From an optimization exercise on the open Yosys and OpenROAD flow, aimed at small area; shortcuts taken in it are not production practice.
The RTL was checked by simulation tests, not by an equivalence proof against the original design.
Power figures rest on the tool's default switching activity, not on a simulated workload.

<file path="flow/config.mk">
export PLATFORM = sky130hd
export DESIGN_NAME = text
export DESIGN_NICKNAME = text
export VERILOG_FILES = /design/flow/design.v
export SDC_FILE = /design/flow/constraint.sdc
export NUM_CORES = 4
export LEC_CHECK = 0
export CAP_MARGIN = 20
export CORE_MARGIN = 2
export CORE_UTILIZATION = 25
export SLEW_MARGIN = 20
export SYNTH_MEMORY_MAX_BITS = 16384
</file>
<file path="flow/constraint.sdc">
create_clock -name core_clock -period 10.0 [get_ports {clk}]
set_input_delay 2.0000 -clock core_clock [delete_from_list [all_inputs] [get_ports {clk}]]
set_output_delay 2.0000 -clock core_clock [all_outputs]
set_load 0.01 [all_outputs]
</file>
<file path="flow/design.v">
module font_fixed (
   input  wire [6:0] ch,
   input  wire [3:0] row,
   input  wire [2:0] col,
   output wire       dot
);
   reg [7:0] b;
   always @* begin
      case ({ch, row})
         11'h3a4: b = 8'h18;
         11'h3a5: b = 8'h18;
         11'h3a9: b = 8'h18;
         11'h3aa: b = 8'h18;
         11'h422: b = 8'hfc;
         11'h423: b = 8'h66;
         11'h424: b = 8'h66;
         11'h425: b = 8'h66;
         11'h426: b = 8'h7c;
         11'h427: b = 8'h66;
         11'h428: b = 8'h66;
         11'h429: b = 8'h66;
         11'h42a: b = 8'h66;
         11'h42b: b = 8'hfc;
         11'h472: b = 8'h3c;
         11'h473: b = 8'h66;
         11'h474: b = 8'hc2;
         11'h475: b = 8'hc0;
         11'h476: b = 8'hc0;
         11'h477: b = 8'hde;
         11'h478: b = 8'hc6;
         11'h479: b = 8'hc6;
         11'h47a: b = 8'h66;
         11'h47b: b = 8'h3a;
         11'h4e2: b = 8'hc6;
         11'h4e3: b = 8'he6;
         11'h4e4: b = 8'hf6;
         11'h4e5: b = 8'hfe;
         11'h4e6: b = 8'hde;
         11'h4e7: b = 8'hce;
         11'h4e8: b = 8'hc6;
         11'h4e9: b = 8'hc6;
         11'h4ea: b = 8'hc6;
         11'h4eb: b = 8'hc6;
         11'h4f2: b = 8'h7c;
         11'h4f3: b = 8'hc6;
         11'h4f4: b = 8'hc6;
         11'h4f5: b = 8'hc6;
         11'h4f6: b = 8'hc6;
         11'h4f7: b = 8'hc6;
         11'h4f8: b = 8'hc6;
         11'h4f9: b = 8'hc6;
         11'h4fa: b = 8'hc6;
         11'h4fb: b = 8'h7c;
         11'h502: b = 8'hfc;
         11'h503: b = 8'h66;
         11'h504: b = 8'h66;
         11'h505: b = 8'h66;
         11'h506: b = 8'h7c;
         11'h507: b = 8'h60;
         11'h508: b = 8'h60;
         11'h509: b = 8'h60;
         11'h50a: b = 8'h60;
         11'h50b: b = 8'hf0;
         11'h532: b = 8'h7c;
         11'h533: b = 8'hc6;
         11'h534: b = 8'hc6;
         11'h535: b = 8'h60;
         11'h536: b = 8'h38;
         11'h537: b = 8'h0c;
         11'h538: b = 8'h06;
         11'h539: b = 8'hc6;
         11'h53a: b = 8'hc6;
         11'h53b: b = 8'h7c;
         11'h615: b = 8'h78;
         11'h616: b = 8'h0c;
         11'h617: b = 8'h7c;
         11'h618: b = 8'hcc;
         11'h619: b = 8'hcc;
         11'h61a: b = 8'hcc;
         11'h61b: b = 8'h76;
         11'h635: b = 8'h7c;
         11'h636: b = 8'hc6;
         11'h637: b = 8'hc0;
         11'h638: b = 8'hc0;
         11'h639: b = 8'hc0;
         11'h63a: b = 8'hc6;
         11'h63b: b = 8'h7c;
         11'h655: b = 8'h7c;
         11'h656: b = 8'hc6;
         11'h657: b = 8'hfe;
         11'h658: b = 8'hc0;
         11'h659: b = 8'hc0;
         11'h65a: b = 8'hc6;
         11'h65b: b = 8'h7c;
         11'h6c2: b = 8'h38;
         11'h6c3: b = 8'h18;
         11'h6c4: b = 8'h18;
         11'h6c5: b = 8'h18;
         11'h6c6: b = 8'h18;
         11'h6c7: b = 8'h18;
         11'h6c8: b = 8'h18;
         11'h6c9: b = 8'h18;
         11'h6ca: b = 8'h18;
         11'h6cb: b = 8'h3c;
         11'h6d5: b = 8'hec;
         11'h6d6: b = 8'hfe;
         11'h6d7: b = 8'hd6;
         11'h6d8: b = 8'hd6;
         11'h6d9: b = 8'hd6;
         11'h6da: b = 8'hd6;
         11'h6db: b = 8'hc6;
         11'h6f5: b = 8'h7c;
         11'h6f6: b = 8'hc6;
         11'h6f7: b = 8'hc6;
         11'h6f8: b = 8'hc6;
         11'h6f9: b = 8'hc6;
         11'h6fa: b = 8'hc6;
         11'h6fb: b = 8'h7c;
         11'h725: b = 8'hdc;
         11'h726: b = 8'h76;
         11'h727: b = 8'h66;
         11'h728: b = 8'h60;
         11'h729: b = 8'h60;
         11'h72a: b = 8'h60;
         11'h72b: b = 8'hf0;
         11'h765: b = 8'h66;
         11'h766: b = 8'h66;
         11'h767: b = 8'h66;
         11'h768: b = 8'h66;
         11'h769: b = 8'h66;
         11'h76a: b = 8'h3c;
         11'h76b: b = 8'h18;
         default: b = 8'h00;
      endcase
   end
   assign dot = b[~col];
endmodule
module font_digit (
   input  wire [3:0] d,
   input  wire [3:0] row,
   input  wire [2:0] col,
   output wire       dot
);
   reg [7:0] b;
   always @* begin
      case ({d, row})
         8'h02: b = 8'h38;
         8'h03: b = 8'h6c;
         8'h04: b = 8'hc6;
         8'h05: b = 8'hc6;
         8'h06: b = 8'hd6;
         8'h07: b = 8'hd6;
         8'h08: b = 8'hc6;
         8'h09: b = 8'hc6;
         8'h0a: b = 8'h6c;
         8'h0b: b = 8'h38;
         8'h12: b = 8'h18;
         8'h13: b = 8'h38;
         8'h14: b = 8'h78;
         8'h15: b = 8'h18;
         8'h16: b = 8'h18;
         8'h17: b = 8'h18;
         8'h18: b = 8'h18;
         8'h19: b = 8'h18;
         8'h1a: b = 8'h18;
         8'h1b: b = 8'h7e;
         8'h22: b = 8'h7c;
         8'h23: b = 8'hc6;
         8'h24: b = 8'h06;
         8'h25: b = 8'h0c;
         8'h26: b = 8'h18;
         8'h27: b = 8'h30;
         8'h28: b = 8'h60;
         8'h29: b = 8'hc0;
         8'h2a: b = 8'hc6;
         8'h2b: b = 8'hfe;
         8'h32: b = 8'h7c;
         8'h33: b = 8'hc6;
         8'h34: b = 8'h06;
         8'h35: b = 8'h06;
         8'h36: b = 8'h3c;
         8'h37: b = 8'h06;
         8'h38: b = 8'h06;
         8'h39: b = 8'h06;
         8'h3a: b = 8'hc6;
         8'h3b: b = 8'h7c;
         8'h42: b = 8'h0c;
         8'h43: b = 8'h1c;
         8'h44: b = 8'h3c;
         8'h45: b = 8'h6c;
         8'h46: b = 8'hcc;
         8'h47: b = 8'hfe;
         8'h48: b = 8'h0c;
         8'h49: b = 8'h0c;
         8'h4a: b = 8'h0c;
         8'h4b: b = 8'h1e;
         8'h52: b = 8'hfe;
         8'h53: b = 8'hc0;
         8'h54: b = 8'hc0;
         8'h55: b = 8'hc0;
         8'h56: b = 8'hfc;
         8'h57: b = 8'h06;
         8'h58: b = 8'h06;
         8'h59: b = 8'h06;
         8'h5a: b = 8'hc6;
         8'h5b: b = 8'h7c;
         8'h62: b = 8'h38;
         8'h63: b = 8'h60;
         8'h64: b = 8'hc0;
         8'h65: b = 8'hc0;
         8'h66: b = 8'hfc;
         8'h67: b = 8'hc6;
         8'h68: b = 8'hc6;
         8'h69: b = 8'hc6;
         8'h6a: b = 8'hc6;
         8'h6b: b = 8'h7c;
         8'h72: b = 8'hfe;
         8'h73: b = 8'hc6;
         8'h74: b = 8'h06;
         8'h75: b = 8'h06;
         8'h76: b = 8'h0c;
         8'h77: b = 8'h18;
         8'h78: b = 8'h30;
         8'h79: b = 8'h30;
         8'h7a: b = 8'h30;
         8'h7b: b = 8'h30;
         8'h82: b = 8'h7c;
         8'h83: b = 8'hc6;
         8'h84: b = 8'hc6;
         8'h85: b = 8'hc6;
         8'h86: b = 8'h7c;
         8'h87: b = 8'hc6;
         8'h88: b = 8'hc6;
         8'h89: b = 8'hc6;
         8'h8a: b = 8'hc6;
         8'h8b: b = 8'h7c;
         8'h92: b = 8'h7c;
         8'h93: b = 8'hc6;
         8'h94: b = 8'hc6;
         8'h95: b = 8'hc6;
         8'h96: b = 8'h7e;
         8'h97: b = 8'h06;
         8'h98: b = 8'h06;
         8'h99: b = 8'h06;
         8'h9a: b = 8'h0c;
         8'h9b: b = 8'h78;
         8'ha4: b = 8'h18;
         8'ha5: b = 8'h18;
         8'ha9: b = 8'h18;
         8'haa: b = 8'h18;
         8'hb4: b = 8'h18;
         8'hb5: b = 8'h18;
         8'hb9: b = 8'h18;
         8'hba: b = 8'h18;
         8'hbb: b = 8'h30;
         8'hc3: b = 8'h06;
         8'hc4: b = 8'h0c;
         8'hc5: b = 8'h18;
         8'hc6: b = 8'h30;
         8'hc7: b = 8'h60;
         8'hc8: b = 8'h30;
         8'hc9: b = 8'h18;
         8'hca: b = 8'h0c;
         8'hcb: b = 8'h06;
         8'hd5: b = 8'h7e;
         8'hd8: b = 8'h7e;
         8'he3: b = 8'h60;
         8'he4: b = 8'h30;
         8'he5: b = 8'h18;
         8'he6: b = 8'h0c;
         8'he7: b = 8'h06;
         8'he8: b = 8'h0c;
         8'he9: b = 8'h18;
         8'hea: b = 8'h30;
         8'heb: b = 8'h60;
         8'hf2: b = 8'h7c;
         8'hf3: b = 8'hc6;
         8'hf4: b = 8'hc6;
         8'hf5: b = 8'h0c;
         8'hf6: b = 8'h18;
         8'hf7: b = 8'h18;
         8'hf8: b = 8'h18;
         8'hfa: b = 8'h18;
         8'hfb: b = 8'h18;
         default: b = 8'h00;
      endcase
   end
   assign dot = b[~col];
endmodule
module text (
   input  wire        clk,
   input  wire        rst,
   input  wire [9:0]  pixel_x,
   input  wire [9:0]  pixel_y,
   input  wire [3:0]  dig0,
   input  wire [3:0]  dig1,
   input  wire [1:0]  ball_num,
   output wire [2:0]  text_strings_on,
   output reg         text_bit_on,
   output wire [2:0]  text_color
);
   localparam [1:0] A_NONE = 2'd0, A_LOGO = 2'd1, A_SCORE = 2'd2, A_OVER = 2'd3;
   wire score_on = (pixel_y[9:5] == 5'd0) && (pixel_x[9:8] == 2'd0);
   wire logo_on  = (pixel_y[9:7] == 3'd2) && (pixel_x[9:6] >= 4'd3) && (pixel_x[9:6] <= 4'd6);
   wire over_on  = (pixel_y[9:6] == 4'd3) && (pixel_x[9:5] >= 5'd5) && (pixel_x[9:5] <= 5'd13);
   reg  [6:0] ch;
   reg  [3:0] row;
   reg  [2:0] col;
   reg  [1:0] area;
   reg  [1:0] sel;       
   always @* begin
      ch   = 7'h20;
      row  = 4'd0;
      col  = 3'd0;
      area = A_NONE;
      sel  = 2'd0;
      if (score_on) begin
         area = A_SCORE;
         row  = pixel_y[4:1];
         col  = pixel_x[3:1];
         case (pixel_x[7:4])
           4'h0 : ch = 7'h53;  
           4'h1 : ch = 7'h63;  
           4'h2 : ch = 7'h6f;  
           4'h3 : ch = 7'h72;  
           4'h4 : ch = 7'h65;  
           4'h5 : ch = 7'h3a;  
           4'h6 : sel = 2'd1;
           4'h7 : sel = 2'd2;
           4'h8 : ch = 7'h20;
           4'h9 : ch = 7'h20;
           4'ha : ch = 7'h42;  
           4'hb : ch = 7'h61;  
           4'hc : ch = 7'h6c;  
           4'hd : ch = 7'h6c;  
           4'he : ch = 7'h3a;  
           default : sel = 2'd3;
         endcase
      end else if (logo_on) begin
         area = A_LOGO;
         row  = pixel_y[6:3];
         col  = pixel_x[5:3];
         case (pixel_x[8:6])
           3'o3 : ch = 7'h50;  
           3'o4 : ch = 7'h4f;  
           3'o5 : ch = 7'h4e;  
           default : ch = 7'h47;  
         endcase
      end else if (over_on) begin
         area = A_OVER;
         row  = pixel_y[5:2];
         col  = pixel_x[4:2];
         case (pixel_x[8:5])
           4'h5 : ch = 7'h47;  
           4'h6 : ch = 7'h61;  
           4'h7 : ch = 7'h6d;  
           4'h8 : ch = 7'h65;  
           4'h9 : ch = 7'h20; 
           4'ha : ch = 7'h4f;  
           4'hb : ch = 7'h76;  
           4'hc : ch = 7'h65;  
           default : ch = 7'h72;  
         endcase
      end
   end
   wire fixed_dot;
   font_fixed u_fixed (.ch(ch), .row(row), .col(col), .dot(fixed_dot));
   reg [1:0] a_sel;
   reg [6:0] a_info;
   always @(posedge clk) begin
      a_sel  <= sel;
      a_info <= (sel != 2'd0) ? {row, col} : {area, fixed_dot, 4'b0000};
   end
   reg [3:0] digit;
   always @* begin
      case (a_sel)
        2'd1 :   digit = dig1;
        2'd2 :   digit = dig0;
        default: digit = {2'b00, ball_num};
      endcase
   end
   wire digit_dot;
   font_digit u_digit (.d(digit), .row(a_info[6:3]), .col(a_info[2:0]), .dot(digit_dot));
   reg [1:0] b_area, c_area, d_area, e_area;
   reg       b_dot, c_dot, d_dot;
   always @(posedge clk) begin
      if (a_sel != 2'd0) begin
         b_area <= A_SCORE;
         b_dot  <= digit_dot;
      end else begin
         b_area <= a_info[6:5];
         b_dot  <= a_info[4];
      end
      c_area <= b_area;
      c_dot  <= b_dot;
      d_area <= c_area;
      d_dot  <= c_dot;
      e_area <= d_area;
   end
   always @(posedge clk) begin
      if (rst)
         text_bit_on <= 1'b0;
      else
         text_bit_on <= d_dot;
   end
   assign text_strings_on = {e_area == A_OVER, e_area == A_SCORE, e_area == A_LOGO};
   assign text_color      = 3'b011;
endmodule
</file>
<file path="flow/run.sh">
#!/bin/bash
# synth_recipe.tcl (not shown) runs the flow's synth.tcl, then flattens the netlist and writes it again
# the make line also repeats each setting of config.mk as NAME=value (left out here)
make -C /OpenROAD-flow-scripts/flow DESIGN_CONFIG=/design/flow/config.mk WORK_HOME=/design/flow/orfs CLKGATE_MAP_FILE= SYNTH_SCRIPT=/design/flow/synth_recipe.tcl finish
</file>
==> flow_summary.yaml, run 1 <==
finish:
  diodes: 0
  drive_gt1_share_pct: 9.37
  final_common_cell: "nand2_1"
  area_delta_synth_final_pct: 11.5
  final_cell_mix: "nand2_1 (72), nor2_1 (71), a21oi_1 (53)"
  nNetsFinal: 721
  finalNonFillerCells: 891
  nFillCells: 1939
setup_path:
  cp_data_required_time_ns: 10.10
  start_kind: "input port"
  worst_r2r_endpoint: "b_dot"
  slowest_delay_ns: 0.86
  reg2reg_slack_ns: 6.26
  crit_fanout: 20
  reg2regPathDepth: 13
  cp_slowest_cell: "clkdlybuf4s50_1"
  crit_type: "input port to flop"
  worstReg2RegStart: "a_sel[0]"
  worstSetupEndpointType: "flop"
  crit_chain: "clkdlybuf4s50_1, inv_1, ha_1, o2111a_1, and2_4, a221oi_4, nand4b_2, o32ai_1, a2111oi_2, nand3_1, nor4_1, a31oi_1, a22oi_1, mux2i_1"
  worstPathArrival_ns: 6.84
flow_run:
  cap_violations: 0
timing:
  finalCriticalPeriod_ns: 6.73
  fmax_mhz: 149
  setup_slack_ns: 3.27
  slew_violations: 0
  rsz0062_at_grt: "no"
  slew_headroom_pct: 36.5
  hold_violations: 0
  finalCritPeriodShare_pct: 67.3
  skew_ns: 0.00167
  holdWs_ns: 0.324
  worstMarginPinSlew_ns: 0.952
  setup-violations-final: 0
  setup_tns_ns: 0
synth:
  ys_types: 103
  ys_ff_latch: 21
  yosysTopAreaCell: "dfxtp_1"
  synth_area_per_cell_um2: 6.88
  ys_warn_count: 3
  synthFlopType: "dfxtp_1"
  synth.top_cell.area_share_pct: 9.24
  ys_seq_area_share_pct: 9.24
  synthTopCellsByArea: "dfxtp_1 (9.2%), ha_1 (7.2%), a21oi_1 (5.9%)"
  synthArstFlopShare_pct: 0
  synth_edf_count: 0
  post_synth_inst_count: 661
  syn-cell-area_mm2: 0.00455
clock_tree:
  cts.repair.resized: 0
  cts_hold_buf: 0
  cts_made_buffers: 3
  clockBufferDepth: 2
  clock_latency_ns: 0.25
  post_cts_buffers: 0
  cts_sinks: 21
  root_buffer: "clkbuf_16"
  path_clk_slew_ns: 0.06
  cts_tree: "done"
  h-tree-depth: 1
global_route:
  track_usage_pct: 15.3
  grt_max_degree: 44
  first_global_vias: 4755
  antenna_found_initial: 0
  gr-total-overflow: 0
  grt_pass1_wl_mm: 25.0
floorplanning:
  fp.dieW_um: 139
  initial_core_util_pct: 25.4
  rows: 49
  die_h_um: 139
  fp.coreArea_mm2: 0.0179
  die_area_mm2: 0.0193
  io_pins: 39
power:
  ir_drop_v: 0.0000449
  p_per_area_mw_per_mm2: 54.1
  cellLeakagePower_uw: 0.00171
  fin_total_pwr_uw: 274
placement:
  numPortBuffers: 33
  dpl.hpwl_mm: 11.6
  detailedPlace.worstSlack_ns: 3.10
  gp_congestion: 0.993
  placed_cells: 887
routing:
  via_per_inst: 5.95
  first_iter_violations: 722
  dr_total_vias: 5305
  drc_errors: 0
  finalWirelength_mm: 15.5
  antenna_left: 0
  wl_per_cell_um: 17.4
  drtPass1Iterations: 6
hold_path:
  min_to: "e_area[1]"
  hold_class: "flop to flop"
  hp-start: "d_area[1]"
  worstHoldPathCells: 0
run_status:
  status: "timing/DRC/antenna clean"
-- power breakdown --
| group | total, uW | switching, uW | leakage [uW] | internal [uW] |
|---|---|---|---|---|
| sequential | 86.7 | 1.07 | 0.000170 | 85.6 |
| clock | 83.7 | 30.0 | 0.0000409 | 53.7 |
| combinational | 104 | 64.5 | 0.00149 | 39.5 |
| total | 274 | 95.5 | 0.00171 | 179 |
-- final cells by class --
cell class              count  area [um^2]  area share (%)
inverters                  17         63.8            1.26
repair buffers             41          390            7.70
multi-input cells         579         3830            75.5
clock buffers               3         75.1            1.48
well taps                 229          287            5.65
clock inverters             1         5.00          0.0987
flip-flops and latches     21          420            8.29
-- per-layer routing --
metal | wire, um | vias to the layer above | global-route usage [%]
met5 | 0 | - | 0
met4 | 492 | 0 | 5.37
met3 | 1000 | 42 | 1.31
met2 | 7240 | 268 | 25.2
met1 | 6750 | 2469 | 20.9
li1 | - | 2526 | -
-- worst max-delay path by stage --
stage               start         to  cells past startpoint
6_report       pixel_x[6]  a_info[4]                     14
5_1_grt        pixel_x[6]  a_info[4]                     14
4_1_cts        pixel_x[6]  a_info[4]                     14
3_5_place_dp   pixel_x[6]  a_info[4]                     14
3_3_place_gp   pixel_x[6]  a_info[4]                     14
2_1_floorplan  pixel_x[6]  a_info[4]                     16
-- critical path, delay by kind of cell --
kind	cells	cell delay, ns
fa+ha+maj	1	0.33
simple gates	4	1.33
buf+inv	2	1.20
compound gates	6	1.84
mux	1	0.10
-- sequential cells by signal (all words and copies together), names as in the netlist --
signal,cells
a_info,7
a_sel,2
b_area,2
c_area,2
d_area,2
e_area,2
b_dot,1
c_dot,1
d_dot,1
text_bit_on,1
-- cells by family after synthesis --
group | synth area share, %
muxes | 1.84
xor gates and xnor gates | 0.578
and+or+nand+nor | 33.4
AOI/OAI and AO/OA | 40.9
other | 0.165
DFF | 9.24
adders and majority gates | 7.15
buffers and inverters | 6.68
-- Yosys cell counts (3+ instances only) --
cell and instances:
buf_2 6, o21ai_0 45, o22ai_1 6, mux2i_1 5, nand2b_1 13, a211oi_1 20
and2_1 3, nor3_2 3, nor2b_1 10, nand4_1 7, o21ai_1 3, o311ai_0 3
or2_2 3, nor4_2 3, nand2_2 4, o2111ai_1 5, a221oi_1 3, a311oi_1 5
nand3b_1 4, o31ai_1 4, nor4_1 9, nor2_1 71, o32ai_1 4, buf_4 7
o21a_1 6, a22o_1 7, buf_1 5, nand2_1 72, o211ai_1 13, or3_1 5
a21o_1 4, buf_6 5, nand3_1 23, dfxtp_1 21, ha_1 26, xnor2_1 3
a21oi_1 54, nor3_1 29, and3_1 7, a22oi_1 12, a2111oi_0 3, a31oi_1 11
o221ai_1 3, inv_1 15, clkbuf_1 22
-- metrics by stage --
stage | area [um^2] | util, %
floorplan | 4550 | -
global placement | 4990 | 27.9
detailed placement | 4990 | 27.9
CTS | 5070 | 28.3
global route | 5070 | 28.3
finish | 5070 | 28.3
==> run 2: changes to the inputs <==
--- a/flow/config.mk
+++ b/flow/config.mk
@@ -5,8 +5,9 @@
 export SDC_FILE = /design/flow/constraint.sdc
 export NUM_CORES = 4
 export LEC_CHECK = 0
+export ABC_AREA = 1
 export CAP_MARGIN = 20
 export CORE_MARGIN = 2
-export CORE_UTILIZATION = 25
+export CORE_UTILIZATION = 70
 export SLEW_MARGIN = 20
 export SYNTH_MEMORY_MAX_BITS = 16384
==> run 2 against run 1 <==
Against the previous run:
- still clean
- cell count decreased by 3.3%
- fmax increased by 24%
- clock power decreased by 33%
- routed wire length decreased by 9.1%
- global-route usage increased by 27 points
- first-iteration DRC count increased by 5.1%
- sequential share of layout area increased by 0.74 points
- setup slack improved by 1.3 ns
- critical path type unchanged
- largest cell class unchanged
- largest power group is now sequential cells
==> flow_summary.yaml, run 2 <==
setup_path:
  reg2regPathDepth: 16
  crit_top_cell: "nand2_1"
  crit_fanout: 11
  slowest_delay_ns: 0.65
  worst_r2r_endpoint: "b_dot"
  start_kind: "input port"
  worstReg2RegStart: "a_sel[1]"
  cp-endpoint: "a_info[4]"
  cp_slowest_cell: "clkdlybuf4s50_1"
  critPathLaunch: "pixel_x[6]"
  crit_chain: "clkdlybuf4s50_1, inv_1, ha_1, nand2_2, nand3_2, nand2_2, nand2_2, nand2_1, nand2_1, nand2_2, inv_2, nand2_2, nand2_1, nand2_1, a21oi_1, o21ai_0, nand3_1, nor3_2, nand2_1, nand2_1, nand2_1, nand2_1, nand2_1"
  worstSetupEndpointType: "flop"
  reg2reg_slack_ns: 5.98
  cp_data_required_time_ns: 10.16
  crit_type: "input port to flop"
  worstPathArrival_ns: 5.59
global_route:
  gr-total-overflow: 0
  grt_max_degree: 29
  first_global_vias: 5000
  antenna_found_initial: 0
  track_usage_pct: 42.3
  grt_pass1_wl_mm: 22.5
synth:
  ys_warn_count: 3
  synth_edf_count: 0
  synthTopCellsByArea: "nand2_1 (18%), nand3_1 (10%), dfxtp_1 (9.8%)"
  ys_seq_area_share_pct: 9.76
  synthFlopType: "dfxtp_1"
  yosysTopAreaCell: "nand2_1"
  synthArstFlopShare_pct: 0
  post_synth_inst_count: 770
  ys_ff_latch: 21
  synth.top_cell.area_share_pct: 18.1
  ys_types: 48
  synth_area_per_cell_um2: 5.60
  synth_common_cells: "nand2_1 (208), nor2_1 (100), nand3_1 (90), inv_1 (82), o21ai_0 (45)"
  syn-cell-area_mm2: 0.00431
  yosysMostFrequentCell: "nand2_1"
floorplanning:
  die_area_mm2: 0.00680
  fp.dieW_um: 82.5
  die_h_um: 82.5
  rows: 28
  initial_core_util_pct: 72.8
  io_pins: 39
  fp.coreArea_mm2: 0.00592
finish:
  largest_reg_flops: 7
  final-seq-area_um2: 420
  area_delta_synth_final_pct: 8.01
  final_common_cell: "nand2_1"
  nFillCells: 495
  final_cell_mix: "nand2_1 (208), nor2_1 (100), nand3_1 (90)"
  utilization_pct: 78.6
  nNetsFinal: 846
  final_area_mm2: 0.00465
  diodes: 0
  multiInputGateArea_mm2: 0.00339
  largest_register: "a_info"
  drive_gt1_share_pct: 10.0
timing:
  finalCriticalPeriod_ns: 5.43
  skew_ns: 0.00144
  setup-violations-final: 0
  slew_headroom_pct: 25.4
  slew_violations: 0
  rsz0062_at_grt: "no"
  worstMarginPinSlew_ns: 1.12
  finalCritPeriodShare_pct: 54.3
  fmax_mhz: 184
  setup_tns_ns: 0
  hold_violations: 0
power:
  p_seq_share_pct: 38.9
  comb_power_share_pct: 35.7
  power_frac_clock_pct: 25.4
  fin_total_pwr_uw: 220
  cellLeakagePower_uw: 0.00233
  swShare_pct: 36.0
  power.switching_uw: 79.2
  ir_drop_v: 0.0000501
  internal-power_uw: 141
  p_per_area_mw_per_mm2: 47.2
clock_tree:
  h-tree-depth: 1
  clock_latency_ns: 0.26
  root_buffer: "clkbuf_8"
  cts_hold_buf: 0
  cts_tree: "done"
  cts_made_buffers: 3
  cts.repair.resized: 0
  post_cts_buffers: 0
  cts_sinks: 21
  path_clk_slew_ns: 0.08
  clockBufferDepth: 2
routing:
  drtPass1Iterations: 8
  dr_total_vias: 5597
  drc_errors: 0
  via_per_inst: 6.49
  wl_per_cell_um: 16.3
  first_iter_violations: 759
  antenna_left: 0
  finalWirelength_mm: 14.1
flow_run:
  cap_violations: 0
run_status:
  status: "timing/DRC/antenna clean"
placement:
  post_dp_cell_area_mm2: 0.00461
  dpl.hpwl_mm: 10.7
  gp_congestion: 1.08
  numPortBuffers: 33
hold_path:
  hold_class: "flop to flop"
-- run 2: changes by cell type after synthesis, moves of 12 or more --
| cell | delta |
|---|---|
| inv_1 | +67 |
| nor2_2 | +13 |
| nand2b_1 | -12 |
| nor3_1 | -21 |
| nand3_1 | +67 |
| nor2_1 | +29 |
| nand3_2 | +13 |
| a211oi_1 | -20 |
| nand2_1 | +136 |
| a21oi_1 | -29 |
-- run 2: critical path, delay by kind of cell --
family / cells / cell delay (ns)
AOI/OAI and AO/OA: 2 / 0.27
and+or+nand+nor: 17 / 2.10
adders and majority gates: 1 / 0.27
buffers and inverters: 3 / 0.95
-- run 2: cell type report --
type / count / area share [%]
multi-input combinational: 632 / 72.8
tap: 75 / 2.02
inverter: 95 / 7.72
clock buffer: 3 / 0.887
clock inverter: 1 / 0.108
timing repair buffer: 35 / 7.42
sequential: 21 / 9.03
-- run 2: power groups by stage --
stage	Sequential (uW)	Clock, uW	Combinational [uW]
after CTS	85.6	55.6	75.1
final	85.6	55.8	78.5
after detailed placement	87.6	0	74.7
after global routing	85.8	59.2	85.0
after floorplan	87.0	0	51.4
after global placement	87.5	0	72.1
-- run 2: metal layers --
metal,up-vias,track usage [%],part of all wire (%)
li1,2575,-,-
met1,2441,48.1,35
met2,454,71.0,46
met3,127,10.2,12
met4,0,25.7,6.5
met5,-,0,0
-- run 2: per-stage QoR --
| stage | std cells | worst slack [ns] | hold WS [ns] |
|---|---|---|---|
| after floorplan | 771 | 5.93 | 0.310 |
| after global placement | 858 | 4.55 | 0.310 |
| after detailed placement | 858 | 4.43 | 0.313 |
| after CTS | 862 | 4.70 | 0.331 |
| after global routing | 862 | 4.29 | 0.338 |
| final | 862 | 4.57 | 0.331 |
-- run 2: how the worst min path moves through the flow --
stage	start	endpoint	slack (ns)	cells past startpoint
final	b_area[1]	c_area[1]	0.33	0
after global routing	d_area[1]	e_area[1]	0.34	0
after CTS	b_area[1]	c_area[1]	0.33	0
after detailed placement	b_area[1]	c_area[1]	0.31	0
after global placement	c_area[0]	d_area[0]	0.31	0
after floorplan	b_area[0]	c_area[0]	0.31	0
-- run 2: logic make-up (layout without fill, tap and decap cells) --
kind of cell | after synthesis | in the layout | share of synthesized area (%)
adders and majority gates | 26 | 26 | 7.55
DFF | 21 | 21 | 9.76
and+or+nand+nor | 478 | 478 | 53.0
buffers and inverters | 118 | 134 | 11.7
AOI/OAI and AO/OA | 125 | 125 | 17.9
other | 2 | 3 | 0.174

separate check: timing with driven ports:
The flow's constraints put no driver on any port. The routed layouts listed below were extracted and timed again, unchanged, in two steps. Step 1, drivers: a clkbuf_16 drives clk and a buf_2 each remaining input, both assumed. Step 2 also shifts input and output timing later by t, the mid clock arrival at the registers, as if the neighbouring blocks saw the same clock. a / b / c = ideal ports / drivers / drivers and shift; a / b = the first two.
| run | shift t [ns] | slack for setup (ns) | slew at the worst register clock pin (ns) | worst slew at a driven data input, ns |
|---|---|---|---|---|
| run 1 | 0.288 | 3.266 / 3.279 / 2.991 | 0.06 / 0.06 | 0.05 |
| run 2 | 0.286 | 4.571 / 4.574 / 4.288 | 0.08 / 0.08 | 0.04 |
After both steps setup and hold are still met in every run listed. For run 2, which loses most, drivers alone change the setup slack by +0.003 ns; drivers and shift together by -0.283 ns.
